Context: an optimization exercise on an open-source flow, tuned for small area. The choices shown serve that exercise and are no tape-out recipe.
Only simulation tests tie the RTL to the original design; equivalence was not proved.
No activity file was given, so power comes from the tool's default toggle rates.

Design MIPS_TopModule, start of the top module:
module MIPS_TopModule
(
input  wire			CLK_Top,
input  wire			RST_Top,
output wire [31:0]	imem_addr_Top,
input  wire [31:0]	imem_rdata_Top,
output wire [31:0]	dmem_addr_Top,
output wire [31:0]	dmem_wdata_Top,
output wire			dmem_we_Top,
input  wire [31:0]	dmem_rdata_Top
);
wire [31:0] instr = imem_rdata_Top;
wire [5:0]  op    = instr[31:26];
wire [5:0]  funct = instr[5:0];
wire [4:0]  rs    = instr[25:21];
wire [4:0]  rt    = instr[20:16];
wire rtype = (op == 6'b000000);
wire addi  = (op == 6'b001000);
wire lw    = (op == 6'b100011);
wire sw    = (op == 6'b101011);
wire beq   = (op == 6'b000100);
wire jmp   = (op == 6'b000010);
wire f_sub = rtype & (funct == 6'b100010);
wire f_slt = rtype & (funct == 6'b101010);
wire f_mul = rtype & (funct == 6'b011100);
wire f_and = rtype & (funct == 6'b100100);
wire f_or  = rtype & (funct == 6'b100101);
wire        regwrite = rtype | addi | lw;
wire [4:0]  dst      = rtype ? instr[15:11] : rt;
wire [31:0] sext     = {{16{instr[15]}}, instr[15:0]};
wire [31:0] rd1, rd2, sum;
wire        zero, smallop, bit0;
wire [31:0] wd, wd_hi;
MIPS_MUX wbsel (.we(lw), .wen(~(lw | smallop)), .d(dmem_rdata_Top), .q(sum), .y(wd_hi));
assign wd = {wd_hi[31:1], lw ? dmem_rdata_Top[0] : smallop ? bit0 : sum[0]};
reg  [31:0]   valid;
wire [1023:0] q;
wire [31:0]   we, wen, sel1, sel2;
MIPS_DecW dw  (.a(dst), .en(regwrite), .y(we), .yn(wen));
MIPS_DecM ds1 (.a(rs), .m(valid), .y(sel1));
MIPS_DecM ds2 (.a(rt), .m(valid), .y(sel2));
always @(posedge CLK_Top or negedge RST_Top)
	if (!RST_Top) valid <= 32'b0;
	else          valid <= valid | we;
genvar g;
  ...
For scale: ~160 I/O pins, roughly 61000 µm² of cells after synthesis.
==> flow/config.mk <==
export PLATFORM = sky130hd
export DESIGN_NAME = MIPS_TopModule
export DESIGN_NICKNAME = MIPS_TopModule
export VERILOG_FILES = /design/flow/design.v
export SDC_FILE = /design/flow/constraint.sdc
export NUM_CORES = 4
export LEC_CHECK = 0
export CAP_MARGIN = 20
export CORE_MARGIN = 2
export CORE_UTILIZATION = 50
export SLEW_MARGIN = 20
export SYNTH_HIERARCHICAL = 1
==> flow/constraint.sdc <==
create_clock -name core_clock -period 20.0 [get_ports {CLK_Top}]
set_input_delay 4.0000 -clock core_clock [delete_from_list [all_inputs] [get_ports {CLK_Top}]]
set_output_delay 4.0000 -clock core_clock [all_outputs]
set_load 0.01 [all_outputs]
standard.sh (not shown) runs the stock make flow with config.mk's settings and CLKGATE_MAP_FILE= SYNTH_SCRIPT=/design/flow/synth_recipe.tcl, a recipe that flattens the netlist after the stock synthesis.
==> flow/flow/run.sh <==
#!/bin/bash
# Own layout flow: the standard ORFS flow (standard.sh, with its synthesis
# unchanged) with three ORFS settings changed:
#  - each port gets a sky130_fd_sc_hd__buf_1 buffer (instead of the
#    resizer's default pick, clkdlybuf4s50_1);
#  - clock tree: no dummy loads, clkbuf_4 buffers, leaf clusters of at most
#    8 flip-flops within 40 um;
#  - power recovery (downsizing gates that have slack) after global routing.
# The full make output goes to standard.log here; ORFS's per-step logs are
# under orfs/logs.
set -euo pipefail
bash standard.sh \
  "BUFFER_PORTS_ARGS=-buffer_cell sky130_fd_sc_hd__buf_1" \
  "CTS_ARGS=-sink_clustering_enable -repair_clock_nets -dont_use_dummy_load -buf_list sky130_fd_sc_hd__clkbuf_4 -sink_clustering_size 8 -sink_clustering_max_diameter 40" \
  RECOVER_POWER=100 \
  finish > standard.log 2>&1
The baseline completed and failed the layout checks on capacitance limit, slew limit.
==> next run, changes <==
--- a/flow/flow/run.sh
+++ b/flow/flow/run.sh
@@ -3 +3 @@
-# unchanged) with three ORFS settings changed:
+# unchanged) with two ORFS settings changed:
@@ -7,2 +7 @@
-#    8 flip-flops within 40 um;
-#  - power recovery (downsizing gates that have slack) after global routing.
+#    8 flip-flops within 40 um.
@@ -15 +13,0 @@
-  RECOVER_POWER=100 \
The changed run ran to the end with no violations.
Setup slack improves by 670 ps.
Critical path depth came out higher by 1.
Via count hardly moves.
==> next run, changes <==
CORE_UTILIZATION = 60   (was 50)
Result: Final area stays flat; synthesized cell count does not change; clock power stays flat.
==> next run, changes <==
==> flow/run.sh (new file) <==
#!/bin/bash
# synth_recipe.tcl (not shown) runs the flow's synth.tcl, then flattens the netlist and writes it again
# the make line also repeats each setting of config.mk as NAME=value (left out here)
make -C /OpenROAD-flow-scripts/flow DESIGN_CONFIG=/design/flow/config.mk WORK_HOME=/design/flow/orfs CLKGATE_MAP_FILE= SYNTH_SCRIPT=/design/flow/synth_recipe.tcl finish
CORE_UTILIZATION = 50   (was 60)
CTS_BUF_LIST = sky130_fd_sc_hd__clkbuf_4   (was unset)
CTS_CLUSTER_DIAMETER = 40   (was unset)
CTS_CLUSTER_SIZE = 8   (was unset)
removed: flow/flow/run.sh
removed: flow/standard.sh
Outcome: Wire length went up by a few percent. Setup slack got worse by 580 ps. Global-route usage went down by 5.9 points. Flip-flop and latch count does not change. Area after synthesis does not change. Register-to-register slack got worse by 20 ps. Total power went up by roughly a tenth. Count of clock-buffer cells in the layout went up by 35.

Setup of run Z:
MIPS_TopModule, a different RTL version from the one above (not shown whole).
Size: roughly 5100 cells after synthesis, roughly 160 I/O pins.
==> flow/config.mk <==
export PLATFORM = sky130hd
export DESIGN_NAME = MIPS_TopModule
export DESIGN_NICKNAME = MIPS_TopModule
export VERILOG_FILES = /design/flow/design.v
export SDC_FILE = /design/flow/constraint.sdc
export NUM_CORES = 4
export LEC_CHECK = 0
export CAP_MARGIN = 20
export CORE_MARGIN = 2
export CORE_UTILIZATION = 60
export SLEW_MARGIN = 20
export SYNTH_HIERARCHICAL = 1
==> flow/constraint.sdc <==
create_clock -name core_clock -period 20.0 [get_ports {CLK_Top}]
set_input_delay 4.0000 -clock core_clock [delete_from_list [all_inputs] [get_ports {CLK_Top}]]
set_output_delay 4.0000 -clock core_clock [all_outputs]
set_load 0.01 [all_outputs]
==> flow/flow/run.sh <==
#!/bin/bash
# Own layout flow: the standard ORFS flow (standard.sh, with its synthesis
# unchanged) with two ORFS settings changed:
#  - each port gets a sky130_fd_sc_hd__buf_1 buffer (instead of the
#    resizer's default pick, clkdlybuf4s50_1);
#  - clock tree: no dummy loads, clkbuf_4 buffers, leaf clusters of at most
#    8 flip-flops within 40 um.
# The full make output goes to standard.log here; ORFS's per-step logs are
# under orfs/logs.
set -euo pipefail
bash standard.sh \
  "BUFFER_PORTS_ARGS=-buffer_cell sky130_fd_sc_hd__buf_1" \
  "CTS_ARGS=-sink_clustering_enable -repair_clock_nets -dont_use_dummy_load -buf_list sky130_fd_sc_hd__clkbuf_4 -sink_clustering_size 8 -sink_clustering_max_diameter 40" \
  finish > standard.log 2>&1
Relative to run Z, the following input files were edited for run C:
- CORE_UTILIZATION: 60 -> 50
### Flow results
- Comparing run C and run Z, the lower detailed route wirelength on metal2 was measured on run Z.
- Run Z ended up with imem_rdata_Top[21] as its launch point of the worst path; run C ended up with imem_rdata_Top[25].
- Total die area went up by more than 10% going from run Z to run C.
- [run C] count of clock-buffer cells in the layout rose 7 relative to run Z

separate check: timing with driven ports:
The results above use ideal ports. As a check the final layouts listed here were re-extracted and re-timed, cells and wires unchanged. Step 1 sets driving cells, clkbuf_16 on the clock port and buf_2 on the other inputs (assumed; they add their load-dependent delay and slew). Step 2 moves the port delays by t, midway between the first and last clock arrival at a register: inputs arrive t later, outputs are due t later. That takes back most of the time a late clock gives input paths. Slacks: ideal / step 1 / step 2; pairs: ideal / step 1.
run	t (ns)	slack for setup (ns)	hold slack, ns
the first run of note 1	1.258	0.504 / 0.477 / 0.477	0.482 / 0.482 / 0.482
the second run of note 1	1.262	1.170 / 1.135 / 1.135	0.482 / 0.482 / 0.482
the third run of note 1	1.175	1.561 / 1.510 / 1.510	0.477 / 0.477 / 0.477
the fourth run of note 1	1.256	0.981 / 0.955 / 0.955	0.485 / 0.485 / 0.485
run Z	1.138	0.361 / 0.334 / 0.334	0.484 / 0.484 / 0.484
run C	1.208	0.470 / 0.426 / 0.426	0.477 / 0.477 / 0.477
The setup slack of the third run of note 1, which loses most, moves by -0.051 ns with the drivers and by -0.051 ns with both steps.
